What follows belongs to an exercise in optimizing a design on an open flow for small area and a short achievable clock period; a production flow would make more cautious choices. Where RTL was checked, it was by simulation tests only, not by an equivalence proof against the original. Function not checked in run 1: the RTL went through the layout flow alone. Power and IR drop assume default switching activity.

==> flow/design.v (outline; a module is shown in full before it is edited, if it fits) <==
// module mac: 2672 lines
// module mac_fa: 4 lines
module mac (
    input  logic               i_nrst,
    input  logic               i_clk,
    input  logic signed  [7:0] i_a0, i_a1, i_a2, i_a3, i_a4, i_a5, i_a6, i_a7,
    input  logic signed  [7:0] i_b0, i_b1, i_b2, i_b3, i_b4, i_b5, i_b6, i_b7,
    output logic signed [18:0] o_res
);
  // ...
==> flow/flow/run.sh <==
#!/bin/bash
set -e
export BUFFER_PORTS_ARGS="-buffer_cell sky130_fd_sc_hd__buf_1"
bash standard.sh > standard.log 2>&1
==> flow/standard.sh <==
#!/bin/bash
# synth_recipe.tcl (not shown) runs the flow's synth.tcl, then flattens the netlist and writes it again
# the make line also repeats each setting of config.mk as NAME=value (left out here)
make -C /OpenROAD-flow-scripts/flow DESIGN_CONFIG=/design/flow/config.mk WORK_HOME=/design/flow/orfs CLKGATE_MAP_FILE= SYNTH_SCRIPT=/design/flow/synth_recipe.tcl "${@:-finish}"
==> flow/config.mk <==
export PLATFORM = sky130hd
export DESIGN_NAME = mac
export DESIGN_NICKNAME = mac
export VERILOG_FILES = /design/flow/design.v
export SDC_FILE = /design/flow/constraint.sdc
export NUM_CORES = 4
export LEC_CHECK = 0
export CAP_MARGIN = 20
export CORE_MARGIN = 5
export CORE_UTILIZATION = 40
export SETUP_SLACK_MARGIN = 2.5
export SLEW_MARGIN = 20
export SYNTH_HIERARCHICAL = 1
export SYNTH_MINIMUM_KEEP_SIZE = 0
==> flow/constraint.sdc <==
create_clock -name core_clock -period 5.5 [get_ports {i_clk}]
set_input_delay 1.1000 -clock core_clock [delete_from_list [all_inputs] [get_ports {i_clk}]]
set_output_delay 1.1000 -clock core_clock [all_outputs]
set_load 0.01 [all_outputs]
==> results.yml, run 1 <==
run_status:
  status: "timing/DRC/antenna clean"
floorplan:
  dieArea_mm2: 0.0477
  die_h_um: 218
  start_util: 0.404
clock_tree:
  path_clk_slew_ns: 0.08
  insertion_delay_ns: 0.46
worst_setup_path:
  r2r_end: "res[18]"
  cp_num_buf_inv: 1
  crit_cells: 6
  r2r-start: "r2[10]"
  worstPathArrival_ns: 3.45
synthesis:
  synthSimpleGateAreaFrac: 0.146
  synth_top_area_share: 0.560
  seq_area_frac_synth: 0.212
  synth_xor_area_frac: 0.00252
pwr:
  p_seq_mw: 2.44
timing:
  skew_ns: 0.0145
  rsz0062_at_grt: "yes"
  fmax_mhz: 320
hold_path:
  hold_path_depth: 0
route:
  wl_met2_mm: 28.9
  top_layer_used: "met4"
  dr.first_iter.drc_count: 899
  first_pass_iters: 5
  wl_met3_mm: 5.56
placement:
  placed_cells: 2123
cells_and_area:
  final_common_cell: "nand2_1"
==> run 2: changes to the inputs <==
--- a/flow/design.v
+++ b/flow/design.v
@@ -1212,16 +1212,17 @@
     logic s1205;
     logic c1206;
     logic s1207;
     logic c1208;
     logic s1209;
     logic c1210;
     logic s1211;
     logic c1212;
+    logic [162:0] r1;
     logic s1213;
     logic c1214;
     logic s1215;
     logic c1216;
     logic s1217;
     logic c1218;
     logic s1219;
     logic c1220;
@@ -1310,17 +1311,16 @@
     logic s1303;
     logic c1304;
     logic s1305;
     logic c1306;
     logic s1307;
     logic c1308;
     logic s1309;
     logic c1310;
-    logic [113:0] r1;
     logic s1311;
     logic c1312;
     logic s1313;
     logic c1314;
     logic s1315;
     logic c1316;
     logic s1317;
     logic c1318;
@@ -2349,265 +2349,314 @@
     mac_fa us1197 (.a(s1045), .b(s1047), .ci(s1049), .s(s1197), .co(c1198));
     mac_fa us1199 (.a(s837), .b(s839), .ci(c1040), .s(s1199), .co(c1200));
     mac_fa us1201 (.a(c1042), .b(c1044), .ci(c1046), .s(s1201), .co(c1202));
     mac_fa us1203 (.a(c1048), .b(c1050), .ci(s1051), .s(s1203), .co(c1204));
     mac_fa us1205 (.a(s1053), .b(s1055), .ci(s1057), .s(s1205), .co(c1206));
     mac_fa us1207 (.a(c1052), .b(c1054), .ci(c1056), .s(s1207), .co(c1208));
     mac_fa us1209 (.a(c1058), .b(s1059), .ci(s1061), .s(s1209), .co(c1210));
     mac_fa us1211 (.a(c842), .b(c844), .ci(c1060), .s(s1211), .co(c1212));
-    mac_fa us1213 (.a(s847), .b(s849), .ci(s1065), .s(s1213), .co(c1214));
-    mac_fa us1215 (.a(s857), .b(c1066), .ci(s1067), .s(s1215), .co(c1216));
-    mac_fa us1217 (.a(c1068), .b(s1071), .ci(c1070), .s(s1217), .co(c1218));
-    mac_fa us1219 (.a(s1073), .b(s1075), .ci(s1077), .s(s1219), .co(c1220));
-    mac_fa us1221 (.a(s883), .b(s885), .ci(c1072), .s(s1221), .co(c1222));
-    mac_fa us1223 (.a(c1074), .b(c1076), .ci(s1079), .s(s1223), .co(c1224));
-    mac_fa us1225 (.a(c1078), .b(s1081), .ci(s1083), .s(s1225), .co(c1226));
-    mac_fa us1227 (.a(s903), .b(c1080), .ci(c1082), .s(s1227), .co(c1228));
-    mac_fa us1229 (.a(c1084), .b(s1087), .ci(c1086), .s(s1229), .co(c1230));
-    mac_fa us1231 (.a(s1089), .b(s1091), .ci(s1093), .s(s1231), .co(c1232));
-    mac_fa us1233 (.a(c1088), .b(c1090), .ci(c1092), .s(s1233), .co(c1234));
-    mac_fa us1235 (.a(c1094), .b(s1099), .ci(c1096), .s(s1235), .co(c1236));
-    mac_fa us1237 (.a(c1098), .b(s1101), .ci(s1103), .s(s1237), .co(c1238));
-    mac_fa us1239 (.a(s1105), .b(s1107), .ci(s1109), .s(s1239), .co(c1240));
-    mac_fa us1241 (.a(s951), .b(s953), .ci(c1100), .s(s1241), .co(c1242));
-    mac_fa us1243 (.a(c1102), .b(c1104), .ci(c1106), .s(s1243), .co(c1244));
-    mac_fa us1245 (.a(c1108), .b(s1113), .ci(s1115), .s(s1245), .co(c1246));
-    mac_fa us1247 (.a(c1110), .b(c1112), .ci(s1117), .s(s1247), .co(c1248));
-    mac_fa us1249 (.a(s1119), .b(s1121), .ci(s1123), .s(s1249), .co(c1250));
-    mac_fa us1251 (.a(s979), .b(c1114), .ci(c1116), .s(s1251), .co(c1252));
-    mac_fa us1253 (.a(c1118), .b(c1120), .ci(c1122), .s(s1253), .co(c1254));
-    mac_fa us1255 (.a(c1124), .b(s1129), .ci(s1131), .s(s1255), .co(c1256));
-    mac_fa us1257 (.a(c1126), .b(c1128), .ci(s1133), .s(s1257), .co(c1258));
-    mac_fa us1259 (.a(s1135), .b(s1137), .ci(s1139), .s(s1259), .co(c1260));
-    mac_fa us1261 (.a(s1141), .b(s1143), .ci(s1145), .s(s1261), .co(c1262));
-    mac_fa us1263 (.a(s999), .b(c1130), .ci(c1132), .s(s1263), .co(c1264));
-    mac_fa us1265 (.a(c1134), .b(c1136), .ci(c1138), .s(s1265), .co(c1266));
-    mac_fa us1267 (.a(c1140), .b(c1142), .ci(s1147), .s(s1267), .co(c1268));
-    mac_fa us1269 (.a(s1149), .b(c1144), .ci(c1146), .s(s1269), .co(c1270));
-    mac_fa us1271 (.a(s1151), .b(s1153), .ci(s1155), .s(s1271), .co(c1272));
-    mac_fa us1273 (.a(s1157), .b(s1159), .ci(s1161), .s(s1273), .co(c1274));
-    mac_fa us1275 (.a(c1148), .b(c1150), .ci(c1152), .s(s1275), .co(c1276));
-    mac_fa us1277 (.a(c1154), .b(c1156), .ci(c1158), .s(s1277), .co(c1278));
-    mac_fa us1279 (.a(s1163), .b(s1165), .ci(c1160), .s(s1279), .co(c1280));
-    mac_fa us1281 (.a(c1162), .b(s1167), .ci(s1169), .s(s1281), .co(c1282));
-    mac_fa us1283 (.a(s1171), .b(s1173), .ci(s1175), .s(s1283), .co(c1284));
-    mac_fa us1285 (.a(c1164), .b(c1166), .ci(c1168), .s(s1285), .co(c1286));
-    mac_fa us1287 (.a(c1170), .b(c1172), .ci(s1177), .s(s1287), .co(c1288));
-    mac_fa us1289 (.a(c1174), .b(c1176), .ci(s1179), .s(s1289), .co(c1290));
-    mac_fa us1291 (.a(s1181), .b(s1183), .ci(s1185), .s(s1291), .co(c1292));
-    mac_fa us1293 (.a(c1178), .b(c1180), .ci(c1182), .s(s1293), .co(c1294));
-    mac_fa us1295 (.a(c1184), .b(s1189), .ci(c1186), .s(s1295), .co(c1296));
-    mac_fa us1297 (.a(c1188), .b(s1191), .ci(s1193), .s(s1297), .co(c1298));
-    mac_fa us1299 (.a(c1190), .b(c1192), .ci(c1194), .s(s1299), .co(c1300));
-    mac_fa us1301 (.a(c1196), .b(s1199), .ci(c1198), .s(s1301), .co(c1302));
-    mac_fa us1303 (.a(s1201), .b(s1203), .ci(s1205), .s(s1303), .co(c1304));
-    mac_fa us1305 (.a(s1063), .b(c1200), .ci(c1202), .s(s1305), .co(c1306));
-    mac_fa us1307 (.a(c1204), .b(s1207), .ci(c1206), .s(s1307), .co(c1308));
-    mac_fa us1309 (.a(c1062), .b(c1064), .ci(c1208), .s(s1309), .co(c1310));
     always_ff @(posedge i_clk) begin
         r1[0] <= s515;
         r1[1] <= s845;
-        r1[2] <= s1213;
-        r1[3] <= c1214;
-        r1[4] <= s1215;
-        r1[5] <= s1069;
-        r1[6] <= c1216;
-        r1[7] <= s1217;
-        r1[8] <= s1219;
-        r1[9] <= c1218;
-        r1[10] <= c1220;
-        r1[11] <= s1221;
-        r1[12] <= s1223;
-        r1[13] <= s1225;
-        r1[14] <= s1085;
-        r1[15] <= c1222;
-        r1[16] <= c1224;
-        r1[17] <= c1226;
-        r1[18] <= s1227;
-        r1[19] <= s1229;
-        r1[20] <= s1231;
-        r1[21] <= s1095;
-        r1[22] <= s1097;
-        r1[23] <= c1228;
-        r1[24] <= c1230;
-        r1[25] <= c1232;
-        r1[26] <= s1233;
-        r1[27] <= s1235;
-        r1[28] <= s1237;
-        r1[29] <= s1239;
-        r1[30] <= s1111;
-        r1[31] <= c1234;
-        r1[32] <= c1236;
-        r1[33] <= c1238;
-        r1[34] <= c1240;
-        r1[35] <= s1241;
-        r1[36] <= s1243;
-        r1[37] <= s1245;
-        r1[38] <= s1247;
-        r1[39] <= s1249;
-        r1[40] <= s1125;
-        r1[41] <= s1127;
-        r1[42] <= c1242;
-        r1[43] <= c1244;
-        r1[44] <= c1246;
-        r1[45] <= c1248;
-        r1[46] <= c1250;
-        r1[47] <= s1251;
-        r1[48] <= s1253;
-        r1[49] <= s1255;
-        r1[50] <= s1257;
-        r1[51] <= s1259;
-        r1[52] <= s1261;
-        r1[53] <= c1252;
-        r1[54] <= c1254;
-        r1[55] <= c1256;
-        r1[56] <= c1258;
-        r1[57] <= c1260;
-        r1[58] <= c1262;
-        r1[59] <= s1263;
-        r1[60] <= s1265;
-        r1[61] <= s1267;
-        r1[62] <= s1269;
-        r1[63] <= s1271;
-        r1[64] <= s1273;
-        r1[65] <= c1264;
-        r1[66] <= c1266;
-        r1[67] <= c1268;
-        r1[68] <= c1270;
-        r1[69] <= c1272;
-        r1[70] <= c1274;
-        r1[71] <= s1275;
-        r1[72] <= s1277;
-        r1[73] <= s1279;
-        r1[74] <= s1281;
-        r1[75] <= s1283;
-        r1[76] <= c1276;
-        r1[77] <= c1278;
-        r1[78] <= c1280;
-        r1[79] <= c1282;
-        r1[80] <= c1284;
-        r1[81] <= s1285;
-        r1[82] <= s1287;
-        r1[83] <= s1289;
-        r1[84] <= s1291;
-        r1[85] <= s1187;
-        r1[86] <= c1286;
-        r1[87] <= c1288;
-        r1[88] <= c1290;
-        r1[89] <= c1292;
-        r1[90] <= s1293;
-        r1[91] <= s1295;
-        r1[92] <= s1297;
-        r1[93] <= s1195;
-        r1[94] <= s1197;
-        r1[95] <= c1294;
-        r1[96] <= c1296;
-        r1[97] <= c1298;
-        r1[98] <= s1299;
-        r1[99] <= s1301;
-        r1[100] <= s1303;
-        r1[101] <= c1300;
-        r1[102] <= c1302;
-        r1[103] <= c1304;
-        r1[104] <= s1305;
-        r1[105] <= s1307;
-        r1[106] <= s1209;
-        r1[107] <= c1306;
-        r1[108] <= c1308;
-        r1[109] <= s1309;
-        r1[110] <= c1210;
-        r1[111] <= s1211;
-        r1[112] <= c1310;
-        r1[113] <= c1212;
+        r1[2] <= s1065;
+        r1[3] <= s847;
+        r1[4] <= s849;
+        r1[5] <= c1066;
+        r1[6] <= s1067;
+        r1[7] <= s1069;
+        r1[8] <= s857;
+        r1[9] <= c1068;
+        r1[10] <= c1070;
+        r1[11] <= s1071;
+        r1[12] <= s1073;
+        r1[13] <= s1075;
+        r1[14] <= s1077;
+        r1[15] <= c1072;
+        r1[16] <= c1074;
+        r1[17] <= c1076;
+        r1[18] <= c1078;
+        r1[19] <= s1079;
+        r1[20] <= s1081;
+        r1[21] <= s1083;
+        r1[22] <= s1085;
+        r1[23] <= s883;
+        r1[24] <= s885;
+        r1[25] <= c1080;
+        r1[26] <= c1082;
+        r1[27] <= c1084;
+        r1[28] <= c1086;
+        r1[29] <= s1087;
+        r1[30] <= s1089;
+        r1[31] <= s1091;
+        r1[32] <= s1093;
+        r1[33] <= s1095;
+        r1[34] <= s1097;
+        r1[35] <= s903;
+        r1[36] <= c1088;
+        r1[37] <= c1090;
+        r1[38] <= c1092;
+        r1[39] <= c1094;
+        r1[40] <= c1096;
+        r1[41] <= c1098;
+        r1[42] <= s1099;
+        r1[43] <= s1101;
+        r1[44] <= s1103;
+        r1[45] <= s1105;
+        r1[46] <= s1107;
+        r1[47] <= s1109;
+        r1[48] <= s1111;
+        r1[49] <= c1100;
+        r1[50] <= c1102;
+        r1[51] <= c1104;
+        r1[52] <= c1106;
+        r1[53] <= c1108;
+        r1[54] <= c1110;
+        r1[55] <= c1112;
+        r1[56] <= s1113;
+        r1[57] <= s1115;
+        r1[58] <= s1117;
+        r1[59] <= s1119;
+        r1[60] <= s1121;
+        r1[61] <= s1123;
+        r1[62] <= s1125;
+        r1[63] <= s1127;
+        r1[64] <= s951;
+        r1[65] <= s953;
+        r1[66] <= c1114;
+        r1[67] <= c1116;
+        r1[68] <= c1118;
+        r1[69] <= c1120;
+        r1[70] <= c1122;
+        r1[71] <= c1124;
+        r1[72] <= c1126;
+        r1[73] <= c1128;
+        r1[74] <= s1129;
+        r1[75] <= s1131;
+        r1[76] <= s1133;
+        r1[77] <= s1135;
+        r1[78] <= s1137;
+        r1[79] <= s1139;
+        r1[80] <= s1141;
+        r1[81] <= s1143;
+        r1[82] <= s1145;
+        r1[83] <= s979;
+        r1[84] <= c1130;
+        r1[85] <= c1132;
+        r1[86] <= c1134;
+        r1[87] <= c1136;
+        r1[88] <= c1138;
+        r1[89] <= c1140;
+        r1[90] <= c1142;
+        r1[91] <= c1144;
+        r1[92] <= c1146;
+        r1[93] <= s1147;
+        r1[94] <= s1149;
+        r1[95] <= s1151;
+        r1[96] <= s1153;
+        r1[97] <= s1155;
+        r1[98] <= s1157;
+        r1[99] <= s1159;
+        r1[100] <= s1161;
+        r1[101] <= s999;
+        r1[102] <= c1148;
+        r1[103] <= c1150;
+        r1[104] <= c1152;
+        r1[105] <= c1154;
+        r1[106] <= c1156;
+        r1[107] <= c1158;
+        r1[108] <= c1160;
+        r1[109] <= c1162;
+        r1[110] <= s1163;
+        r1[111] <= s1165;
+        r1[112] <= s1167;
+        r1[113] <= s1169;
+        r1[114] <= s1171;
+        r1[115] <= s1173;
+        r1[116] <= s1175;
+        r1[117] <= c1164;
+        r1[118] <= c1166;
+        r1[119] <= c1168;
+        r1[120] <= c1170;
+        r1[121] <= c1172;
+        r1[122] <= c1174;
+        r1[123] <= c1176;
+        r1[124] <= s1177;
+        r1[125] <= s1179;
+        r1[126] <= s1181;
+        r1[127] <= s1183;
+        r1[128] <= s1185;
+        r1[129] <= s1187;
+        r1[130] <= c1178;
+        r1[131] <= c1180;
+        r1[132] <= c1182;
+        r1[133] <= c1184;
+        r1[134] <= c1186;
+        r1[135] <= c1188;
+        r1[136] <= s1189;
+        r1[137] <= s1191;
+        r1[138] <= s1193;
+        r1[139] <= s1195;
+        r1[140] <= s1197;
+        r1[141] <= c1190;
+        r1[142] <= c1192;
+        r1[143] <= c1194;
+        r1[144] <= c1196;
+        r1[145] <= c1198;
+        r1[146] <= s1199;
+        r1[147] <= s1201;
+        r1[148] <= s1203;
+        r1[149] <= s1205;
+        r1[150] <= c1200;
+        r1[151] <= c1202;
+        r1[152] <= c1204;
+        r1[153] <= c1206;
+        r1[154] <= s1207;
+        r1[155] <= s1209;
+        r1[156] <= s1063;
+        r1[157] <= c1208;
+        r1[158] <= c1210;
+        r1[159] <= s1211;
+        r1[160] <= c1062;
+        r1[161] <= c1064;
+        r1[162] <= c1212;
     end
-    mac_fa us1311 (.a(r1[31]), .b(r1[32]), .ci(r1[33]), .s(s1311), .co(c1312));
-    mac_fa us1313 (.a(r1[42]), .b(r1[43]), .ci(r1[44]), .s(s1313), .co(c1314));
-    mac_fa us1315 (.a(1'b1), .b(r1[45]), .ci(r1[46]), .s(s1315), .co(c1316));
-    mac_fa us1317 (.a(r1[53]), .b(r1[54]), .ci(r1[55]), .s(s1317), .co(c1318));
-    mac_fa us1319 (.a(r1[56]), .b(r1[57]), .ci(r1[58]), .s(s1319), .co(c1320));
-    mac_fa us1321 (.a(1'b1), .b(r1[59]), .ci(r1[60]), .s(s1321), .co(c1322));
-    mac_fa us1323 (.a(r1[65]), .b(r1[66]), .ci(r1[67]), .s(s1323), .co(c1324));
-    mac_fa us1325 (.a(r1[68]), .b(r1[69]), .ci(r1[70]), .s(s1325), .co(c1326));
-    mac_fa us1327 (.a(1'b1), .b(r1[71]), .ci(r1[72]), .s(s1327), .co(c1328));
-    mac_fa us1329 (.a(r1[76]), .b(r1[77]), .ci(r1[78]), .s(s1329), .co(c1330));
-    mac_fa us1331 (.a(r1[79]), .b(r1[80]), .ci(r1[81]), .s(s1331), .co(c1332));
-    mac_fa us1333 (.a(r1[86]), .b(r1[87]), .ci(r1[88]), .s(s1333), .co(c1334));
-    mac_fa us1335 (.a(r1[15]), .b(r1[16]), .ci(r1[17]), .s(s1335), .co(c1336));
-    mac_fa us1337 (.a(r1[23]), .b(r1[24]), .ci(r1[25]), .s(s1337), .co(c1338));
-    mac_fa us1339 (.a(1'b1), .b(r1[26]), .ci(r1[27]), .s(s1339), .co(c1340));
-    mac_fa us1341 (.a(r1[34]), .b(r1[35]), .ci(r1[36]), .s(s1341), .co(c1342));
-    mac_fa us1343 (.a(r1[37]), .b(r1[38]), .ci(r1[39]), .s(s1343), .co(c1344));
-    mac_fa us1345 (.a(1'b1), .b(r1[40]), .ci(r1[41]), .s(s1345), .co(c1346));
-    mac_fa us1347 (.a(r1[47]), .b(r1[48]), .ci(r1[49]), .s(s1347), .co(c1348));
-    mac_fa us1349 (.a(r1[50]), .b(r1[51]), .ci(r1[52]), .s(s1349), .co(c1350));
+    mac_fa us1213 (.a(r1[2]), .b(r1[3]), .ci(r1[4]), .s(s1213), .co(c1214));
+    mac_fa us1215 (.a(r1[5]), .b(r1[6]), .ci(r1[7]), .s(s1215), .co(c1216));
+    mac_fa us1217 (.a(r1[10]), .b(r1[11]), .ci(r1[12]), .s(s1217), .co(c1218));
+    mac_fa us1219 (.a(r1[13]), .b(r1[14]), .ci(r1[9]), .s(s1219), .co(c1220));
+    mac_fa us1221 (.a(r1[15]), .b(r1[16]), .ci(r1[17]), .s(s1221), .co(c1222));
+    mac_fa us1223 (.a(r1[18]), .b(r1[19]), .ci(r1[20]), .s(s1223), .co(c1224));
+    mac_fa us1225 (.a(r1[21]), .b(r1[22]), .ci(r1[23]), .s(s1225), .co(c1226));
+    mac_fa us1227 (.a(r1[25]), .b(r1[26]), .ci(r1[27]), .s(s1227), .co(c1228));
+    mac_fa us1229 (.a(r1[28]), .b(r1[29]), .ci(r1[30]), .s(s1229), .co(c1230));
+    mac_fa us1231 (.a(r1[31]), .b(r1[32]), .ci(r1[33]), .s(s1231), .co(c1232));
+    mac_fa us1233 (.a(r1[36]), .b(r1[37]), .ci(r1[38]), .s(s1233), .co(c1234));
+    mac_fa us1235 (.a(r1[39]), .b(r1[40]), .ci(r1[41]), .s(s1235), .co(c1236));
+    mac_fa us1237 (.a(r1[42]), .b(r1[43]), .ci(r1[44]), .s(s1237), .co(c1238));
+    mac_fa us1239 (.a(r1[45]), .b(r1[46]), .ci(r1[47]), .s(s1239), .co(c1240));
+    mac_fa us1241 (.a(r1[49]), .b(r1[50]), .ci(r1[51]), .s(s1241), .co(c1242));
+    mac_fa us1243 (.a(r1[52]), .b(r1[53]), .ci(r1[54]), .s(s1243), .co(c1244));
+    mac_fa us1245 (.a(r1[55]), .b(r1[56]), .ci(r1[57]), .s(s1245), .co(c1246));
+    mac_fa us1247 (.a(r1[58]), .b(r1[59]), .ci(r1[60]), .s(s1247), .co(c1248));
+    mac_fa us1249 (.a(r1[61]), .b(r1[62]), .ci(r1[63]), .s(s1249), .co(c1250));
+    mac_fa us1251 (.a(r1[66]), .b(r1[67]), .ci(r1[68]), .s(s1251), .co(c1252));
+    mac_fa us1253 (.a(r1[69]), .b(r1[70]), .ci(r1[71]), .s(s1253), .co(c1254));
+    mac_fa us1255 (.a(r1[72]), .b(r1[73]), .ci(r1[74]), .s(s1255), .co(c1256));
+    mac_fa us1257 (.a(r1[75]), .b(r1[76]), .ci(r1[77]), .s(s1257), .co(c1258));
+    mac_fa us1259 (.a(r1[78]), .b(r1[79]), .ci(r1[80]), .s(s1259), .co(c1260));
+    mac_fa us1261 (.a(r1[81]), .b(r1[82]), .ci(r1[83]), .s(s1261), .co(c1262));
+    mac_fa us1263 (.a(r1[100]), .b(r1[101]), .ci(r1[84]), .s(s1263), .co(c1264));
+    mac_fa us1265 (.a(r1[85]), .b(r1[86]), .ci(r1[87]), .s(s1265), .co(c1266));
+    mac_fa us1267 (.a(r1[88]), .b(r1[89]), .ci(r1[90]), .s(s1267), .co(c1268));
+    mac_fa us1269 (.a(r1[91]), .b(r1[92]), .ci(r1[93]), .s(s1269), .co(c1270));
+    mac_fa us1271 (.a(r1[94]), .b(r1[95]), .ci(r1[96]), .s(s1271), .co(c1272));
+    mac_fa us1273 (.a(r1[97]), .b(r1[98]), .ci(r1[99]), .s(s1273), .co(c1274));
+    mac_fa us1275 (.a(r1[102]), .b(r1[103]), .ci(r1[104]), .s(s1275), .co(c1276));
+    mac_fa us1277 (.a(r1[105]), .b(r1[106]), .ci(r1[107]), .s(s1277), .co(c1278));
+    mac_fa us1279 (.a(r1[108]), .b(r1[109]), .ci(r1[110]), .s(s1279), .co(c1280));
+    mac_fa us1281 (.a(r1[111]), .b(r1[112]), .ci(r1[113]), .s(s1281), .co(c1282));
+    mac_fa us1283 (.a(r1[114]), .b(r1[115]), .ci(r1[116]), .s(s1283), .co(c1284));
+    mac_fa us1285 (.a(r1[117]), .b(r1[118]), .ci(r1[119]), .s(s1285), .co(c1286));
+    mac_fa us1287 (.a(r1[120]), .b(r1[121]), .ci(r1[122]), .s(s1287), .co(c1288));
+    mac_fa us1289 (.a(r1[123]), .b(r1[124]), .ci(r1[125]), .s(s1289), .co(c1290));
+    mac_fa us1291 (.a(r1[126]), .b(r1[127]), .ci(r1[128]), .s(s1291), .co(c1292));
+    mac_fa us1293 (.a(r1[130]), .b(r1[131]), .ci(r1[132]), .s(s1293), .co(c1294));
+    mac_fa us1295 (.a(r1[133]), .b(r1[134]), .ci(r1[135]), .s(s1295), .co(c1296));
+    mac_fa us1297 (.a(r1[136]), .b(r1[137]), .ci(r1[138]), .s(s1297), .co(c1298));
+    mac_fa us1299 (.a(r1[141]), .b(r1[142]), .ci(r1[143]), .s(s1299), .co(c1300));
+    mac_fa us1301 (.a(r1[144]), .b(r1[145]), .ci(r1[146]), .s(s1301), .co(c1302));
+    mac_fa us1303 (.a(r1[147]), .b(r1[148]), .ci(r1[149]), .s(s1303), .co(c1304));
+    mac_fa us1305 (.a(r1[150]), .b(r1[151]), .ci(r1[152]), .s(s1305), .co(c1306));
+    mac_fa us1307 (.a(r1[153]), .b(r1[154]), .ci(r1[155]), .s(s1307), .co(c1308));
+    mac_fa us1309 (.a(r1[157]), .b(r1[158]), .ci(r1[159]), .s(s1309), .co(c1310));
+    mac_fa us1311 (.a(r1[64]), .b(r1[65]), .ci(c1234), .s(s1311), .co(c1312));
+    mac_fa us1313 (.a(c1242), .b(c1244), .ci(c1246), .s(s1313), .co(c1314));
+    mac_fa us1315 (.a(1'b1), .b(c1248), .ci(c1250), .s(s1315), .co(c1316));
+    mac_fa us1317 (.a(c1252), .b(c1254), .ci(c1256), .s(s1317), .co(c1318));
+    mac_fa us1319 (.a(c1258), .b(c1260), .ci(c1262), .s(s1319), .co(c1320));
+    mac_fa us1321 (.a(1'b1), .b(s1263), .ci(s1265), .s(s1321), .co(c1322));
+    mac_fa us1323 (.a(c1264), .b(c1266), .ci(c1268), .s(s1323), .co(c1324));
+    mac_fa us1325 (.a(c1270), .b(c1272), .ci(c1274), .s(s1325), .co(c1326));
+    mac_fa us1327 (.a(1'b1), .b(s1275), .ci(s1277), .s(s1327), .co(c1328));
+    mac_fa us1329 (.a(r1[129]), .b(c1276), .ci(c1278), .s(s1329), .co(c1330));
+    mac_fa us1331 (.a(c1280), .b(c1282), .ci(c1284), .s(s1331), .co(c1332));
+    mac_fa us1333 (.a(r1[139]), .b(r1[140]), .ci(c1286), .s(s1333), .co(c1334));
+    mac_fa us1335 (.a(r1[34]), .b(r1[35]), .ci(c1222), .s(s1335), .co(c1336));
+    mac_fa us1337 (.a(r1[48]), .b(c1228), .ci(c1230), .s(s1337), .co(c1338));
+    mac_fa us1339 (.a(1'b1), .b(c1232), .ci(s1233), .s(s1339), .co(c1340));
+    mac_fa us1341 (.a(c1236), .b(c1238), .ci(c1240), .s(s1341), .co(c1342));
+    mac_fa us1343 (.a(s1241), .b(s1243), .ci(s1245), .s(s1343), .co(c1344));
+    mac_fa us1345 (.a(1'b1), .b(s1247), .ci(s1249), .s(s1345), .co(c1346));
+    mac_fa us1347 (.a(s1251), .b(s1253), .ci(s1255), .s(s1347), .co(c1348));
+    mac_fa us1349 (.a(s1257), .b(s1259), .ci(s1261), .s(s1349), .co(c1350));
     mac_fa us1351 (.a(c1312), .b(s1313), .ci(s1315), .s(s1351), .co(c1352));
-    mac_fa us1353 (.a(r1[61]), .b(r1[62]), .ci(r1[63]), .s(s1353), .co(c1354));
-    mac_fa us1355 (.a(r1[64]), .b(c1314), .ci(c1316), .s(s1355), .co(c1356));
+    mac_fa us1353 (.a(s1267), .b(s1269), .ci(s1271), .s(s1353), .co(c1354));
+    mac_fa us1355 (.a(s1273), .b(c1314), .ci(c1316), .s(s1355), .co(c1356));
     mac_fa us1357 (.a(s1317), .b(s1319), .ci(s1321), .s(s1357), .co(c1358));
-    mac_fa us1359 (.a(r1[73]), .b(r1[74]), .ci(r1[75]), .s(s1359), .co(c1360));
+    mac_fa us1359 (.a(s1279), .b(s1281), .ci(s1283), .s(s1359), .co(c1360));
     mac_fa us1361 (.a(c1318), .b(c1320), .ci(c1322), .s(s1361), .co(c1362));
     mac_fa us1363 (.a(s1323), .b(s1325), .ci(s1327), .s(s1363), .co(c1364));
-    mac_fa us1365 (.a(r1[82]), .b(r1[83]), .ci(r1[84]), .s(s1365), .co(c1366));
-    mac_fa us1367 (.a(r1[85]), .b(c1324), .ci(c1326), .s(s1367), .co(c1368));
+    mac_fa us1365 (.a(s1285), .b(s1287), .ci(s1289), .s(s1365), .co(c1366));
+    mac_fa us1367 (.a(s1291), .b(c1324), .ci(c1326), .s(s1367), .co(c1368));
     mac_fa us1369 (.a(c1328), .b(s1329), .ci(s1331), .s(s1369), .co(c1370));
-    mac_fa us1371 (.a(r1[89]), .b(r1[90]), .ci(r1[91]), .s(s1371), .co(c1372));
-    mac_fa us1373 (.a(r1[92]), .b(r1[93]), .ci(r1[94]), .s(s1373), .co(c1374));
+    mac_fa us1371 (.a(c1288), .b(c1290), .ci(c1292), .s(s1371), .co(c1372));
+    mac_fa us1373 (.a(s1293), .b(s1295), .ci(s1297), .s(s1373), .co(c1374));
     mac_fa us1375 (.a(c1330), .b(c1332), .ci(s1333), .s(s1375), .co(c1376));
-    mac_fa us1377 (.a(r1[100]), .b(r1[95]), .ci(r1[96]), .s(s1377), .co(c1378));
-    mac_fa us1379 (.a(r1[97]), .b(r1[98]), .ci(r1[99]), .s(s1379), .co(c1380));
-    mac_fa us1381 (.a(r1[101]), .b(r1[102]), .ci(r1[103]), .s(s1381), .co(c1382));
-    mac_fa us1383 (.a(r1[10]), .b(r1[11]), .ci(r1[12]), .s(s1383), .co(c1384));
-    mac_fa us1385 (.a(r1[18]), .b(r1[19]), .ci(r1[20]), .s(s1385), .co(c1386));
-    mac_fa us1387 (.a(1'b1), .b(r1[21]), .ci(r1[22]), .s(s1387), .co(c1388));
-    mac_fa us1389 (.a(r1[28]), .b(r1[29]), .ci(r1[30]), .s(s1389), .co(c1390));
+    mac_fa us1377 (.a(c1294), .b(c1296), .ci(c1298), .s(s1377), .co(c1378));
+    mac_fa us1379 (.a(s1299), .b(s1301), .ci(s1303), .s(s1379), .co(c1380));
+    mac_fa us1381 (.a(r1[156]), .b(c1300), .ci(c1302), .s(s1381), .co(c1382));
+    mac_fa us1383 (.a(r1[24]), .b(c1218), .ci(c1220), .s(s1383), .co(c1384));
+    mac_fa us1385 (.a(c1224), .b(c1226), .ci(s1227), .s(s1385), .co(c1386));
+    mac_fa us1387 (.a(1'b1), .b(s1229), .ci(s1231), .s(s1387), .co(c1388));
+    mac_fa us1389 (.a(s1235), .b(s1237), .ci(s1239), .s(s1389), .co(c1390));
     mac_fa us1391 (.a(c1336), .b(s1337), .ci(s1339), .s(s1391), .co(c1392));
     mac_fa us1393 (.a(c1338), .b(c1340), .ci(s1311), .s(s1393), .co(c1394));
     mac_fa us1395 (.a(s1341), .b(s1343), .ci(s1345), .s(s1395), .co(c1396));
     mac_fa us1397 (.a(c1342), .b(c1344), .ci(c1346), .s(s1397), .co(c1398));
     mac_fa us1399 (.a(s1347), .b(s1349), .ci(s1351), .s(s1399), .co(c1400));
     mac_fa us1401 (.a(c1348), .b(c1350), .ci(s1353), .s(s1401), .co(c1402));
     mac_fa us1403 (.a(c1352), .b(s1355), .ci(s1357), .s(s1403), .co(c1404));
     mac_fa us1405 (.a(c1354), .b(s1359), .ci(c1356), .s(s1405), .co(c1406));
     mac_fa us1407 (.a(c1358), .b(s1361), .ci(s1363), .s(s1407), .co(c1408));
     mac_fa us1409 (.a(c1360), .b(s1365), .ci(c1362), .s(s1409), .co(c1410));
-    mac_fa us1411 (.a(c1364), .b(s1367), .ci(s1369), .s(s1411), .co(c1412));
+    mac_fa us1411 (.a(s1367), .b(c1364), .ci(s1369), .s(s1411), .co(c1412));
     mac_fa us1413 (.a(c1366), .b(s1371), .ci(s1373), .s(s1413), .co(c1414));
     mac_fa us1415 (.a(c1368), .b(c1370), .ci(s1375), .s(s1415), .co(c1416));
     mac_fa us1417 (.a(c1334), .b(c1372), .ci(c1374), .s(s1417), .co(c1418));
     mac_fa us1419 (.a(s1377), .b(s1379), .ci(c1376), .s(s1419), .co(c1420));
-    mac_fa us1421 (.a(r1[104]), .b(r1[105]), .ci(r1[106]), .s(s1421), .co(c1422));
+    mac_fa us1421 (.a(c1304), .b(s1305), .ci(s1307), .s(s1421), .co(c1422));
     mac_fa us1423 (.a(c1378), .b(c1380), .ci(s1381), .s(s1423), .co(c1424));
-    mac_fa us1425 (.a(r1[107]), .b(r1[108]), .ci(r1[109]), .s(s1425), .co(c1426));
-    mac_fa us1427 (.a(r1[110]), .b(r1[111]), .ci(c1382), .s(s1427), .co(c1428));
-    mac_fa us1429 (.a(1'b1), .b(r1[13]), .ci(r1[14]), .s(s1429), .co(c1430));
+    mac_fa us1425 (.a(r1[160]), .b(r1[161]), .ci(c1306), .s(s1425), .co(c1426));
+    mac_fa us1427 (.a(c1308), .b(s1309), .ci(c1382), .s(s1427), .co(c1428));
+    mac_fa us1429 (.a(1'b1), .b(s1221), .ci(s1223), .s(s1429), .co(c1430));
     mac_fa us1431 (.a(c1384), .b(s1335), .ci(s1385), .s(s1431), .co(c1432));
     mac_fa us1433 (.a(c1386), .b(c1388), .ci(s1389), .s(s1433), .co(c1434));
     mac_fa us1435 (.a(c1390), .b(c1392), .ci(s1393), .s(s1435), .co(c1436));
     mac_fa us1437 (.a(c1394), .b(c1396), .ci(s1397), .s(s1437), .co(c1438));
     mac_fa us1439 (.a(c1398), .b(s1401), .ci(c1400), .s(s1439), .co(c1440));
     mac_fa us1441 (.a(c1402), .b(s1405), .ci(c1404), .s(s1441), .co(c1442));
     mac_fa us1443 (.a(c1406), .b(s1409), .ci(c1408), .s(s1443), .co(c1444));
     mac_fa us1445 (.a(s1413), .b(c1410), .ci(c1412), .s(s1445), .co(c1446));
     mac_fa us1447 (.a(c1414), .b(s1417), .ci(c1416), .s(s1447), .co(c1448));
     mac_fa us1449 (.a(s1421), .b(c1418), .ci(s1423), .s(s1449), .co(c1450));
     mac_fa us1451 (.a(c1422), .b(s1425), .ci(c1424), .s(s1451), .co(c1452));
-    mac_fa us1453 (.a(r1[112]), .b(r1[113]), .ci(c1426), .s(s1453), .co(c1454));
+    mac_fa us1453 (.a(r1[162]), .b(c1310), .ci(c1426), .s(s1453), .co(c1454));
     always_ff @(posedge i_clk) begin
         r2[0] <= r1[0];
         r2[1] <= r1[1];
-        r2[2] <= r1[2];
-        r2[3] <= r1[3];
-        r2[4] <= r1[4];
-        r2[5] <= r1[5];
-        r2[6] <= r1[6];
-        r2[7] <= r1[7];
-        r2[8] <= r1[8];
+        r2[2] <= s1213;
+        r2[3] <= r1[8];
+        r2[4] <= c1214;
+        r2[5] <= s1215;
+        r2[6] <= c1216;
+        r2[7] <= s1217;
+        r2[8] <= s1219;
         r2[9] <= s1429;
-        r2[10] <= r1[9];
+        r2[10] <= s1225;
         r2[11] <= s1383;
         r2[12] <= c1430;
         r2[13] <= s1431;
         r2[14] <= s1387;
         r2[15] <= c1432;
         r2[16] <= s1433;
         r2[17] <= s1391;
         r2[18] <= c1434;
==> flow/config.mk (replaced) <==
export PLATFORM = sky130hd
export DESIGN_NAME = mac
export DESIGN_NICKNAME = mac
export VERILOG_FILES = /design/flow/design.v
export SDC_FILE = /design/flow/constraint.sdc
export NUM_CORES = 4
export LEC_CHECK = 0
export CAP_MARGIN = 20
export CORE_MARGIN = 5
export CORE_UTILIZATION = 40
export SETUP_SLACK_MARGIN = 2.6
export SLEW_MARGIN = 20
export SYNTH_HIERARCHICAL = 1
export SYNTH_MINIMUM_KEEP_SIZE = 0
==> run 2 against run 1 <==
  * Still clean on timing, DRC and antenna
  * Sequential share of layout area grew 6.0 points
  * First-iteration DRC count rose by 4.0%
  * Critical path depth decreased by 1
  * Combinational power is 2% higher
  * Critical path type unchanged
==> results.yml, run 2 <==
synthesis:
  yosys-top-cells-area: "fa_1 53%, dfxtp_1 26%, nand2_1 8.6%"
  yosys_most_used_dff: "dfxtp_1"
  synth_most_common_cell: "fa_1"
  synthMuxAreaShare: 0.00275
  synth_common_cells: "486 x fa_1, 415 x nand2_1, 233 x dfxtp_1, 117 x clkbuf_1, 115 x and2_1"
  async_flop_share: 0
  synth_edf_count: 0
  seq_area_frac_synth: 0.256
  synthSimpleGateAreaFrac: 0.139
  syn_avg_cell_area_um2: 11.9
  synth_largest_area_cell: "fa_1"
  syn_area_mm2: 0.0182
  synthCells: 1531
  synth_top_family_by_area: "adder cells"
  synth_top_area_share: 0.534
  yosysUniqueCellTypes: 43
  synth_fa_ha_area_frac: 0.547
  synth_compound_area_frac: 0.0199
  ys_seq_elements: 233
  synth_xor_area_frac: 0.00337
  synth_warnings: 7
floorplan:
  die_w_um: 223
  coreArea_mm2: 0.0452
  start_util: 0.403
  die_h_um: 223
  rows: 78
  dieArea_mm2: 0.0499
  top_level_ports: 149
worst_setup_path:
  cpMaxStageDelayCell: "fa_1"
  r2r_cells: 5
  critPathRequiredTime_ns: 5.92
  r2r_end: "r2[31]"
  critPathCaptureType: "register"
  cp_num_buf_inv: 1
  crit_fanout: 8
  startpoint_type: "input port"
  path_class: "in2reg"
  worstPathCellList: "buf_1, nand2_1, fa_1, fa_1, fa_1"
  critical_path.top_delay_family: "adder cells"
  slowest_delay_ns: 0.67
  path_common_cell: "fa_1"
  reg2reg_slack_ns: 2.71
  worstPathArrival_ns: 3.33
  r2r-start: "r1[66]"
clock_tree:
  tritoncts_num_sinks: 233
  cts_buffers: 27
  cts_buffer_depth: 3
  clockRootBuffer: "clkbuf_16"
  h-tree-depth: 1
  cts_tree: "yes"
  insertion_delay_ns: 0.55
  path_clk_slew_ns: 0.06
global_routing:
  antenna_found_initial: 1
  grt_usage: 0.241
  grt_max_degree: 18
  grt_pass1_wl_mm: 87.7
  first_global_vias: 13600
  grt.overflow.total: 0
cells_and_area:
  largest_reg_flops: 163
  area_growth_pct: 11.2
  reg_top3: "r1: 163 flops, r2: 49 flops, res: 19 flops"
  nNetsFinal: 2231
  num_antenna_cells: 0
  final_cell_mix: "480 x fa_1, 415 x nand2_1, 232 x dfxtp_1"
  final_common_cell: "fa_1"
  final_area_mm2: 0.0202
  largest_register: "r1"
  drive_gt1_frac: 0.0984
hold_path:
  hp-class: "reg2reg"
  hold_path_depth: 0
  worstHoldStart: "r1[0]"
  hold_path_end: "r2[0]"
timing:
  report.final.slew_viol_count: 0
  skew_ns: 0.00781
  fmax_mhz: 343
  setup_tns_ns: 0
  finalCritPeriodShare: 0.530
  tightest_slew_ns: 0.697
  setup_viol: 0
  rsz0062_at_grt: "yes"
  finalCriticalPeriod_ns: 2.92
  finalHoldViolations: 0
  relSlewSlack: 0.536
placement:
  hpwl_mm: 49.8
  io_buffers: 148
  place_area_mm2: 0.0192
  gp_congestion: 0.993
pwr:
  leakage_nw: 7.74
  clkPwrFrac: 0.147
  p_per_area_mw_per_mm2: 632
  p_sw_frac: 0.437
  p_sw_mw: 5.59
  total_power_mw: 12.8
  ir_drop_mv: 0.318
  comb_power_share: 0.620
  p_int_mw: 7.20
  seqPwrFrac: 0.233
route:
  wl_mm: 59.1
  post-route-drc-count: 0
  num_vias: 11700
  first_pass_iters: 4
  dr.first_iter.drc_count: 935
  via_per_inst: 5.30
  drtAntennaViolNets: 0
  wl_per_cell_um: 26.7
run_status:
  status: "timing/DRC/antenna clean"
flow_run:
  cap_viol_max_count: 0
## run 2: changes by cell type in the layout (fill, tap and decap cells not counted), sizes merged, moves of 6 or more
cell,change
nor3,-8
a21oi,-7
inv,-11
nand2,+6
clkbuf,+54
buf,-56
dfxtp,+49
## run 2: cell families after synthesis
group,after synthesis
muxes,5
and+or+nand+nor,572
buffers and inverters,156
other,2
xor gates and xnor gates,7
DFF,233
AOI/OAI and AO/OA,52
adders and majority gates,504
## run 2: cell type report
class                   count  area (µm²)
well taps                 600         751
inverters                  38         143
multi-input cells        1149       13100
clock inverters            14         190
repair buffers            148         619
clock buffers              34         752
flip-flops and latches    233        4670
fillers                  4108       24900
## run 2: what timing repair did
| item | in CTS | in global routing |
|---|---|---|
| buffers inserted | 0 | 0 |
| setup endpoints to repair | 31 | 47 |
| gates resized for setup | 14 | 40 |
| hold buffers | 0 | 0 |
## run 2: how the worst max path moves through the flow
stage / from / end / slack, ns / cells past startpoint
final: i_b0[6] / r1[62] / 2.58 / 5
after detailed placement: i_b7[4] / r1[48] / 1.91 / 5
after global routing: i_a7[2] / r1[48] / 2.57 / 5
after floorplan: i_b5[3] / r1[116] / 2.54 / 5
after CTS: i_b7[5] / r1[48] / 2.58 / 5
after global placement: i_a6[4] / r1[129] / 1.96 / 5
## run 2: power by group through the flow
stage	Combinational, mW	Sequential [mW]	Clock [mW]
global placement	7.78	3.01	0
floorplan	5.48	2.90	0
global route	9.16	3.06	1.99
finish	7.93	2.98	1.89
CTS	8.04	2.98	1.93
detailed placement	7.98	3.02	0
## run 2: Yosys stat by module (local to each module, per instance)
module  copies in the design  flip-flops and latches  cells inside
mac_fa                   486                       0             1
mac                        1                     233          1045
## run 2: per-stage QoR
| step | setup WS, ns | std cells | hold WS (ns) | utilization |
|---|---|---|---|---|
| final | 2.58 | 2216 | 0.330 | 0.448 |
| after CTS | 2.58 | 2216 | 0.334 | 0.447 |
| after detailed placement | 1.91 | 2168 | 0.320 | 0.426 |
| after floorplan | 2.54 | 1538 | 0.310 | - |
| after global placement | 1.96 | 2168 | 0.314 | 0.426 |
| after global routing | 2.57 | 2216 | 0.335 | 0.448 |
## run 2: worst register-to-register path, delay by kind of cell (launching register included)
kind / cells / cell delay, ns
fa+ha+maj: 5 / 2.36
flops: 1 / 0.31
## run 2: routing by layer
metal	wire [µm]	global-route usage
met4	2930	0.0998
met5	0	0
met1	22400	0.299
met3	5390	0.0642
met2	28300	0.400
==> run 3: changes to the inputs <==
--- a/flow/config.mk
+++ b/flow/config.mk
@@ -8,7 +8,7 @@
 export CAP_MARGIN = 20
 export CORE_MARGIN = 5
 export CORE_UTILIZATION = 40
-export SETUP_SLACK_MARGIN = 2.6
+export SETUP_SLACK_MARGIN = 2.8
 export SLEW_MARGIN = 20
 export SYNTH_HIERARCHICAL = 1
 export SYNTH_MINIMUM_KEEP_SIZE = 0
==> run 3 against run 2 <==
  * Power increased by 3.8%
  * Area after synthesis is the same
  * Die area unchanged
  * Synthesized cell count unchanged
  * Via count shrank 0.62%
  * Sequential cell count unchanged
  * Cell count increased by 0.18%
  * Register-to-register slack improved by 0.08 ns
  * Sequential power barely moved
  * Critical path type is now reg2reg
  * Highest routed layer is now met5
==> results.yml, run 3 <==
cells_and_area:
  reg_top3: "r1: 163 flops, r2: 49 flops, res: 19 flops"
  nNetsFinal: 2233
  finish.utilization: 0.473
  drive_gt1_frac: 0.355
  largest_register: "r1"
  final_common_cell: "nand2_1"
  area_growth_pct: 17.4
  final_area_mm2: 0.0214
  final_cell_mix: "333 x nand2_1, 259 x fa_1, 228 x dfxtp_1"
  largest_reg_flops: 163
timing:
  rsz0062_at_grt: "yes"
  finalCritPeriodShare: 0.493
  relSlewSlack: 0.513
  setup_tns_ns: 0
  setup_viol: 0
  skew_ns: 0.00994
  tightest_slew_ns: 0.731
  finalHoldViolations: 0
  finalCriticalPeriod_ns: 2.71
  report.final.slew_viol_count: 0
  fmax_mhz: 369
worst_setup_path:
  reg2reg_slack_ns: 2.79
  path_class: "reg2reg"
  startpoint: "r1[101]"
  r2r_cells: 5
  critPathRequiredTime_ns: 5.93
  startpoint_type: "register"
  worstPathArrival_ns: 3.14
  critPathCaptureType: "register"
  r2r_end: "r2[28]"
  r2r-start: "r1[101]"
  crit_fanout: 1
synthesis:
  yosys-top-cells-area: "fa_1 53%, dfxtp_1 26%, nand2_1 8.6%"
  ys_seq_elements: 233
  syn_avg_cell_area_um2: 11.9
  synth_common_cells: "486 x fa_1, 415 x nand2_1, 233 x dfxtp_1, 117 x clkbuf_1, 115 x and2_1"
  yosysUniqueCellTypes: 43
  seq_area_frac_synth: 0.256
  synth_most_common_cell: "fa_1"
  synth_warnings: 7
  yosys_most_used_dff: "dfxtp_1"
  synth_top_area_share: 0.534
  synth_largest_area_cell: "fa_1"
  async_flop_share: 0
  synthCells: 1531
  synth_edf_count: 0
  syn_area_mm2: 0.0182
global_routing:
  antenna_found_initial: 4
  grt_pass1_wl_mm: 89.4
  grt_max_degree: 18
  grt.overflow.total: 0
  first_global_vias: 13600
  grt_usage: 0.245
pwr:
  clkPwrFrac: 0.146
  p_per_area_mw_per_mm2: 621
  seqPwrFrac: 0.226
  comb_power_share: 0.629
  p_int_mw: 7.48
  p_sw_frac: 0.436
  ir_drop_mv: 0.378
  leakage_nw: 8.06
  p_sw_mw: 5.79
floorplan:
  top_level_ports: 149
  die_w_um: 223
  die_h_um: 223
  start_util: 0.403
  rows: 78
  coreArea_mm2: 0.0452
  dieArea_mm2: 0.0499
clock_tree:
  clockRootBuffer: "clkbuf_16"
  tritoncts_num_sinks: 233
  cts_hold_buf: 0
  cts_buffers: 27
  h-tree-depth: 1
  cts_buffer_depth: 3
  insertion_delay_ns: 0.56
  cts_tree: "yes"
  path_clk_slew_ns: 0.07
route:
  num_vias: 11700
  first_pass_iters: 5
  via_per_inst: 5.25
  wl_per_cell_um: 27.1
  dr.first_iter.drc_count: 766
  post-route-drc-count: 0
  wl_mm: 60.2
  drtAntennaViolNets: 0
placement:
  place_area_mm2: 0.0201
  hpwl_mm: 51.0
  gp_congestion: 0.972
  io_buffers: 148
flow_run:
  cap_viol_max_count: 0
run_status:
  status: "timing/DRC/antenna clean"
hold_path:
  worstHoldStart: "r1[0]"
  hp-class: "reg2reg"
  hold_path_end: "r2[0]"
  hold_path_depth: 0
[run 3: changes by cell type in the layout (fill, tap and decap cells not counted), moves of 29 or more]
cell | previous run | this run
buf_1 | 97 | 21
buf_2 | 14 | 116
clkbuf_2 | 37 | 8
fa_1 | 480 | 259
fa_2 | 6 | 227
nand2_1 | 415 | 333
nand2_2 | 0 | 53
nand2_4 | 0 | 29
[run 3: logic make-up (layout without fill, tap and decap cells)]
group / after synthesis / in the layout / share of synthesized area
and+or+nand+nor: 572 / 572 / 0.139
adders and majority gates: 504 / 504 / 0.547
DFF: 233 / 233 / 0.256
buffers and inverters: 156 / 237 / 0.0322
AOI/OAI and AO/OA: 52 / 52 / 0.0199
xor gates and xnor gates: 7 / 7 / 0.00337
muxes: 5 / 5 / 0.00275
other: 2 / 10 / 0.000412
[run 3: modules after synthesis, one instance, submodules excluded]
| module | flip-flops and latches | cells inside |
|---|---|---|
| mac | 233 | 1045 |
| mac_fa | 0 | 1 |
[run 3: per-stage QoR]
| step | power [mW] | setup WS [ns] | instances | hold slack (ns) |
|---|---|---|---|---|
| detailed placement | 11.2 | 1.85 | 2168 | 0.316 |
| floorplan | 8.57 | 2.54 | 1538 | 0.310 |
| CTS | 13.4 | 2.77 | 2217 | 0.328 |
| global route | 14.8 | 2.73 | 2219 | 0.335 |
| global placement | 11.0 | 1.90 | 2168 | 0.314 |
| finish | 13.3 | 2.79 | 2220 | 0.327 |
[run 3: area by class of cell]
| class | count | area [µm²] |
|---|---|---|
| timing repair buffer | 150 | 737 |
| antenna | 1 | 2.50 |
| clock inverter | 16 | 221 |
| tap | 600 | 751 |
| multi-input combinational | 1149 | 14100 |
| fill | 4059 | 23800 |
| clock buffer | 33 | 748 |
| sequential | 233 | 4680 |
| inverter | 38 | 143 |
[run 3: critical path: stages (launching register included)]
cell and delay, ns:
dfxtp_4 0.38, fa_2 0.45, fa_1 0.54, fa_2 0.44, fa_2 0.35, fa_1 0.42
[run 3: routing by layer]
metal	track usage	vias to the layer above	wire length (µm)
li1	-	4733	-
met1	0.319	6239	23800
met2	0.409	545	29300
met3	0.0601	141	5020
met4	0.0727	6	1980
met5	0	-	38
[run 3: worst max path at each step]
stage               to  slack [ns]  cells after the start
2_1_floorplan  r1[116]        2.54                      5
3_3_place_gp    r1[82]        1.90                      5
3_5_place_dp    r1[62]        1.85                      5
4_1_cts         r2[31]        2.77                      5
5_1_grt         r2[31]        2.73                      5
6_report        r2[28]        2.79                      5
[run 3: repair_timing]
action / CTS / global route
cloned: 0 / 0
pin swaps: 9 / 8
setup buffers: 0 / 2
endpoints found under the setup margin: 148 / 31
resized for setup: 153 / 18
[run 3: power groups by stage]
stage	clock network [mW]	registers, mW	logic [mW]
finish	1.93	2.99	8.35
global route	2.05	3.07	9.65
CTS	1.97	3.00	8.39
detailed placement	0	3.03	8.21
global placement	0	3.00	8.02
floorplan	0	2.90	5.67
==> run 4: changes to the inputs <==
--- a/flow/config.mk
+++ b/flow/config.mk
@@ -8,6 +8,7 @@
 export CAP_MARGIN = 20
 export CORE_MARGIN = 5
 export CORE_UTILIZATION = 40
+export CTS_BUF_LIST = sky130_fd_sc_hd__clkbuf_8
 export SETUP_SLACK_MARGIN = 2.8
 export SLEW_MARGIN = 20
 export SYNTH_HIERARCHICAL = 1
==> run 4 against run 3 <==
  * Clock skew is 0.035 ns higher
  * Power is 1.7% lower
  * Clock power shrank 13%
  * Highest routed layer unchanged
  * Fmax decreased by 0.43%
  * Non-clock buffer count unchanged
  * Global-route usage is 0.27 points higher
  * Sequential share of layout area grew 0.12 points
  * Utilization is 0.26 points lower
  * Routed wire length rose by 0.77%
  * Register-to-register slack barely moved
  * Largest power group unchanged
==> results.yml, run 4 <==
run_status:
  status: "timing/DRC/antenna clean"
floorplan:
  top_level_ports: 149
  die_w_um: 223
  coreArea_mm2: 0.0452
  die_h_um: 223
  rows: 78
  dieArea_mm2: 0.0499
  start_util: 0.403
worst_setup_path:
  worstPathArrival_ns: 3.19
  crit_fanout: 1
  reg2reg_slack_ns: 2.78
  startpoint_type: "register"
  r2r_end: "r2[31]"
  slowest_delay_ns: 0.52
  r2r-start: "r1[99]"
  worstPathCellList: "fa_1, fa_1, fa_1, fa_2, fa_1"
  cpMaxStageDelayCell: "fa_1"
  path_class: "reg2reg"
  r2r_cells: 5
  critPathCapture: "r2[31]"
  critPathRequiredTime_ns: 5.96
  critPathCaptureType: "register"
  startpoint: "r1[99]"
  path_common_cell: "fa_1"
timing:
  tightest_slew_ns: 0.679
  relSlewSlack: 0.547
  report.final.slew_viol_count: 0
  rsz0062_at_grt: "yes"
  setup_viol: 0
  finalHoldViolations: 0
  setup_tns_ns: 0
  fmax_mhz: 367
  finalCriticalPeriod_ns: 2.72
  skew_ns: 0.0445
  finalCritPeriodShare: 0.495
clock_tree:
  cts_tree: "yes"
  insertion_delay_ns: 0.61
  cts_buffers: 42
  tritoncts_num_sinks: 233
  h-tree-depth: 2
  clockRootBuffer: "clkbuf_8"
  cts_hold_buf: 0
  path_clk_slew_ns: 0.07
  cts_buffer_depth: 3
global_routing:
  grt_max_degree: 18
  grt_usage: 0.248
  first_global_vias: 13600
  grt.overflow.total: 0
  antenna_found_initial: 2
  grt_pass1_wl_mm: 89.7
pwr:
  p_per_area_mw_per_mm2: 613
  ir_drop_mv: 0.372
  leakage_nw: 8.07
cells_and_area:
  final_cell_mix: "333 x nand2_1, 259 x fa_1, 229 x dfxtp_1"
  reg_top3: "r1: 163 flops, r2: 49 flops, res: 19 flops"
  largest_reg_flops: 163
  num_antenna_cells: 0
  nNetsFinal: 2248
  largest_register: "r1"
  area_growth_pct: 16.8
  final_common_cell: "nand2_1"
  final_area_mm2: 0.0213
  drive_gt1_frac: 0.357
synthesis:
  yosys-top-cells-area: "fa_1 53%, dfxtp_1 26%, nand2_1 8.6%"
  ys_seq_elements: 233
  synth_top_area_share: 0.534
  syn_avg_cell_area_um2: 11.9
  syn_area_mm2: 0.0182
  synthCells: 1531
  synth_warnings: 7
  synth_edf_count: 0
  yosys_most_used_dff: "dfxtp_1"
  seq_area_frac_synth: 0.256
  yosysUniqueCellTypes: 43
  synth_most_common_cell: "fa_1"
  synth_largest_area_cell: "fa_1"
  async_flop_share: 0
  synth_common_cells: "486 x fa_1, 415 x nand2_1, 233 x dfxtp_1, 117 x clkbuf_1, 115 x and2_1"
placement:
  io_buffers: 148
  gp_congestion: 0.972
  hpwl_mm: 51.0
  place_area_mm2: 0.0201
hold_path:
  hp-class: "reg2reg"
route:
  wl_per_cell_um: 27.0
  wl_mm: 60.6
  post-route-drc-count: 0
  num_vias: 11600
  via_per_inst: 5.18
  dr.first_iter.drc_count: 887
  first_pass_iters: 5
  drtAntennaViolNets: 0
flow_run:
  cap_viol_max_count: 0
-- run 4: changes by cell type in the layout (fill, tap and decap cells not counted), sizes merged --
| cell | delta |
|---|---|
| diode | -1 |
| clkbuf | +41 |
| buf | -22 |
| clkinv | +7 |
| clkdlybuf4s18 | +1 |
| clkinvlp | -2 |
| inv | +3 |
| bufinv | -3 |
-- run 4: through the flow --
| stage | total power, mW | setup slack, ns | utilization | hold WS (ns) | cells |
|---|---|---|---|---|---|
| 4_1_cts | 13.1 | 2.73 | 0.469 | 0.326 | 2242 |
| 3_3_place_gp | 11.0 | 1.90 | 0.446 | 0.314 | 2168 |
| 2_1_floorplan | 8.57 | 2.54 | - | 0.310 | 1538 |
| 5_1_grt | 14.5 | 2.73 | 0.471 | 0.335 | 2244 |
| 6_report | 13.0 | 2.78 | 0.471 | 0.322 | 2244 |
| 3_5_place_dp | 11.2 | 1.85 | 0.446 | 0.316 | 2168 |
-- run 4: worst min path at each step --
stage | start | end | slack (ns) | cells past startpoint
global route | r1[0] | r2[0] | 0.34 | 0
CTS | r1[0] | r2[0] | 0.33 | 0
global placement | r1[8] | r2[3] | 0.31 | 0
detailed placement | r1[1] | r2[1] | 0.32 | 0
finish | r1[0] | r2[0] | 0.32 | 0
floorplan | r1[0] | r2[0] | 0.31 | 0
-- run 4: area by class of cell --
cell class | count | area [µm²]
inverters | 38 | 143
flip-flops and latches | 233 | 4670
well taps | 600 | 751
fillers | 4074 | 23900
clock buffers | 53 | 729
clock inverters | 21 | 133
repair buffers | 150 | 732
multi-input cells | 1149 | 14100
-- run 4: kinds of logic (layout without fill, tap and decap cells) --
logic type | count (synthesis) | in the layout | synth area share
simple gates | 572 | 572 | 0.139
fa+ha+maj | 504 | 504 | 0.547
flops | 233 | 233 | 0.256
buf+inv | 156 | 262 | 0.0322
compound gates | 52 | 52 | 0.0199
xor+xnor | 7 | 7 | 0.00337
mux | 5 | 5 | 0.00275
other cells | 2 | 9 | 0.000412
-- run 4: layer usage --
layer / part of all wire / global-route usage
met1: 0.40 / 0.322
met2: 0.49 / 0.412
met3: 0.082 / 0.0641
met4: 0.029 / 0.0743
met5: 0.00021 / 0
-- run 4: repair_timing --
action | in CTS | in global routing
buffers inserted | 0 | 2
gates resized for setup | 116 | 46
endpoints found under the setup margin | 124 | 40
pin swaps | 8 | 8
-- run 4: where the power goes --
part	internal [mW]	switching (mW)	total, mW	leakage [nW]
logic	3.76	4.62	8.38	5.64
registers	2.57	0.425	2.99	1.95
clock network	0.919	0.756	1.67	0.478
total	7.25	5.80	13.0	8.07
-- run 4: worst max-delay path, delay by kind of cell, from the launching register on --
| family | cells | cell delay (ns) |
|---|---|---|
| flops | 1 | 0.42 |
| fa+ha+maj | 5 | 2.15 |
-- run 4: per-module statistics from Yosys (local to each module, per instance) --
| module | flops+latches | cell area [µm²] | copies in the design | cells |
|---|---|---|---|---|
| mac | 233 | 8480 | 1 | 1045 |
| mac_fa | 0 | 20.0 | 486 | 1 |
==> run 5: changes to the inputs <==
--- a/flow/config.mk
+++ b/flow/config.mk
@@ -7,8 +7,7 @@
 export LEC_CHECK = 0
 export CAP_MARGIN = 20
 export CORE_MARGIN = 5
-export CORE_UTILIZATION = 40
-export CTS_BUF_LIST = sky130_fd_sc_hd__clkbuf_8
+export CORE_UTILIZATION = 60
 export SETUP_SLACK_MARGIN = 2.8
 export SLEW_MARGIN = 20
 export SYNTH_HIERARCHICAL = 1
==> run 5 against run 4 <==
  * Synthesized cell count unchanged
  * Largest power group unchanged
  * Setup slack better by 0.0026 ns
  * Still clean
  * Highest routed layer unchanged
  * Cell count decreased by 11%
  * Critical path depth stayed put
==> results.yml, run 5 <==
route:
  dr.first_iter.drc_count: 940
  post-route-drc-count: 0
  wl_mm: 59.4
  first_pass_iters: 5
  num_vias: 12000
  wl_per_cell_um: 29.6
  via_per_inst: 5.98
  drtAntennaViolNets: 0
synthesis:
  synth_most_common_cell: "fa_1"
  yosys-top-cells-area: "fa_1 53%, dfxtp_1 26%, nand2_1 8.6%"
  synth_largest_area_cell: "fa_1"
  synthCells: 1531
  synth_xor_area_frac: 0.00337
  synth_compound_area_frac: 0.0199
  yosysUniqueCellTypes: 43
  ys_seq_elements: 233
  synth_top_area_share: 0.534
  synth_edf_count: 0
  synthSimpleGateAreaFrac: 0.139
  synth_top_family_by_area: "adder cells"
  syn_avg_cell_area_um2: 11.9
  synth_warnings: 7
  syn_area_mm2: 0.0182
  yosys_most_used_dff: "dfxtp_1"
  async_flop_share: 0
  synth_common_cells: "486 x fa_1, 415 x nand2_1, 233 x dfxtp_1, 117 x clkbuf_1, 115 x and2_1"
  synthMuxAreaShare: 0.00275
  synth_fa_ha_area_frac: 0.547
  seq_area_frac_synth: 0.256
cells_and_area:
  final_cell_mix: "333 x nand2_1, 259 x fa_1, 227 x fa_2"
  finish.utilization: 0.706
  seqCellArea_mm2: 0.00468
  fillers: 2128
  multiInputGateArea_mm2: 0.0141
  final_common_cell: "nand2_1"
  largest_register: "r1"
  reg_top3: "r1: 163 flops, r2: 49 flops, res: 19 flops"
  nNetsFinal: 2231
  area_growth_pct: 15.6
  largest_reg_flops: 163
  drive_gt1_frac: 0.351
worst_setup_path:
  startpoint: "r1[101]"
  reg2reg_slack_ns: 2.78
  critPathCapture: "r2[28]"
  crit_fanout: 1
  r2r_end: "r2[28]"
  critPathCaptureType: "register"
  startpoint_type: "register"
  r2r-start: "r1[101]"
  r2r_cells: 5
  worstPathArrival_ns: 3.12
  cp_num_buf_inv: 0
  slowest_delay_ns: 0.53
  path_class: "reg2reg"
  worstPathCellList: "fa_2, fa_1, fa_2, fa_2, fa_1"
  path_common_cell: "fa_2"
  crit_cells: 5
  critPathRequiredTime_ns: 5.90
  critical_path.top_delay_family: "adder cells"
  cpMaxStageDelayCell: "fa_1"
timing:
  rsz0062_at_grt: "yes"
  setup_tns_ns: 0
  finalCritPeriodShare: 0.494
  finalCriticalPeriod_ns: 2.72
  finalHoldViolations: 0
  setup_viol: 0
  skew_ns: 0.0135
  report.final.slew_viol_count: 0
  fmax_mhz: 368
  relSlewSlack: 0.519
  tightest_slew_ns: 0.721
pwr:
  leakage_nw: 8.03
  ir_drop_mv: 0.408
  p_per_area_mw_per_mm2: 626
run_status:
  status: "timing/DRC/antenna clean"
clock_tree:
  cts_tree: "yes"
  insertion_delay_ns: 0.52
  tritoncts_num_sinks: 233
  cts_hold_buf: 0
  cts_buffers: 25
  path_clk_slew_ns: 0.06
  clockRootBuffer: "clkbuf_16"
  cts_buffer_depth: 3
  h-tree-depth: 1
global_routing:
  antenna_found_initial: 3
  grt.overflow.total: 0
  grt_max_degree: 18
  first_global_vias: 13500
  grt_pass1_wl_mm: 88.4
  grt_usage: 0.366
floorplan:
  die_h_um: 184
  top_level_ports: 149
  start_util: 0.611
  die_w_um: 184
  rows: 63
  coreArea_mm2: 0.0298
  dieArea_mm2: 0.0339
flow_run:
  cap_viol_max_count: 0
hold_path:
  hp-class: "reg2reg"
placement:
  gp_congestion: 0.971
  hpwl_mm: 49.9
  io_buffers: 148
run 5: changes by cell type in the layout (fill, tap and decap cells not counted), moves of 4 or more:
cell       previous run  this run
buf_2                91       104
clkbuf_2             30         6
inv_1                46        38
clkbuf_4              1        16
clkinv_2              8         4
buf_1                25        20
clkbuf_8             53         4
clkbuf_1              0         4
clkbuf_16             0        25
run 5: kinds of logic (layout without fill, tap and decap cells):
group / after synthesis / after routing
compound gates: 52 / 52
xor+xnor: 7 / 7
fa+ha+maj: 504 / 504
buf+inv: 156 / 232
flops: 233 / 233
mux: 5 / 5
other cells: 2 / 10
simple gates: 572 / 572
run 5: worst min path at each step:
stage | startpoint | endpoint | slack (ns) | depth (start not counted)
2_1_floorplan | r1[0] | r2[0] | 0.31 | 0
3_3_place_gp | r1[1] | r2[1] | 0.31 | 0
3_5_place_dp | r1[0] | r2[0] | 0.32 | 0
4_1_cts | r1[8] | r2[3] | 0.33 | 0
5_1_grt | r1[8] | r2[3] | 0.34 | 0
6_report | r1[8] | r2[3] | 0.33 | 0
run 5: layout make-up:
class / count / share of cell area
Multi-Input combinational cell: 1149 / 0.670
Timing Repair Buffer: 150 / 0.0369
Sequential cell: 233 / 0.222
Clock inverter: 11 / 0.00785
Antenna cell: 1 / 0.000119
Tap cell: 390 / 0.0232
Clock buffer: 33 / 0.0331
Inverter: 38 / 0.00678
run 5: metrics by stage:
step                total power, mW  worst slack (ns)  cells  hold WS, ns  instance area (µm²)
floorplan                      8.57              2.54   1538        0.310                20900
global placement               10.8              1.81   1958        0.313                19900
detailed placement             11.2              1.88   1958        0.318                19900
CTS                            13.1              2.79   2002        0.328                21000
global route                   14.5              2.71   2004        0.336                21000
finish                         13.2              2.78   2005        0.326                21000
run 5: Yosys stat by module, one instance, submodules excluded:
module	flip-flops and latches	times used	cells	cell area (µm²)
mac	233	1	1045	8480
mac_fa	0	486	1	20.0
run 5: per-layer routing:
| layer | track usage | vias to the layer above | wire (µm) |
|---|---|---|---|
| met2 | 0.590 | 759 | 28400 |
| met5 | 0 | - | 23 |
| met4 | 0.0911 | 4 | 1720 |
| li1 | - | 4721 | - |
| met3 | 0.113 | 126 | 6860 |
| met1 | 0.495 | 6371 | 22400 |
run 5: what timing repair did:
| action | CTS | global route |
|---|---|---|
| buffers inserted | 0 | 2 |
| setup endpoints to repair | 153 | 32 |
| cloned | 0 | 0 |
| gates resized for setup | 150 | 33 |
| pin swaps | 1 | 9 |
run 5: report_power, final:
part           internal [mW]  switching (mW)  leakage, nW
Combinational           3.77            4.66         5.66
Sequential              2.57           0.425         1.95
Clock                   1.08           0.678        0.423
Total                   7.41            5.77         8.03

-- separate check: timing with driven ports --
Ports are ideal in the flow. The routed layouts listed here were re-timed in OpenROAD.
Step 1 assumes that a clkbuf_16 drives the clock port and a buf_2 every other input.
Step 2 times the ports against the registers' clock, not the clock port: input delays grow and output delays shrink by t, the midpoint of the rising clock arrivals with the driver on.
Slacks: ideal / step 1 / step 2; pairs: ideal / step 1.
| run | t (ns) | setup slack, ns | hold slack, ns | worst setup path after step 2 | slew at the worst register clock pin (ns) |
|---|---|---|---|---|---|
| run 1 | 0.504 | 2.373 / 2.375 / 1.871 | 0.333 / 0.333 / 0.333 | input to register | 0.09 / 0.09 |
| run 2 | 0.598 | 2.585 / 2.608 / 2.010 | 0.330 / 0.330 / 0.330 | input to register | 0.06 / 0.06 |
| run 3 | 0.606 | 2.790 / 2.790 / 2.227 | 0.327 / 0.327 / 0.327 | input to register | 0.07 / 0.07 |
| run 4 | 0.635 | 2.778 / 2.778 / 2.170 | 0.322 / 0.322 / 0.322 | input to register | 0.07 / 0.07 |
| run 5 | 0.572 | 2.781 / 2.781 / 2.249 | 0.326 / 0.326 / 0.326 | input to register | 0.06 / 0.06 |
After both steps setup and hold are still met in every run listed. For run 4, which loses most, drivers alone change the setup slack by 0.000 ns; drivers and shift together by -0.608 ns.
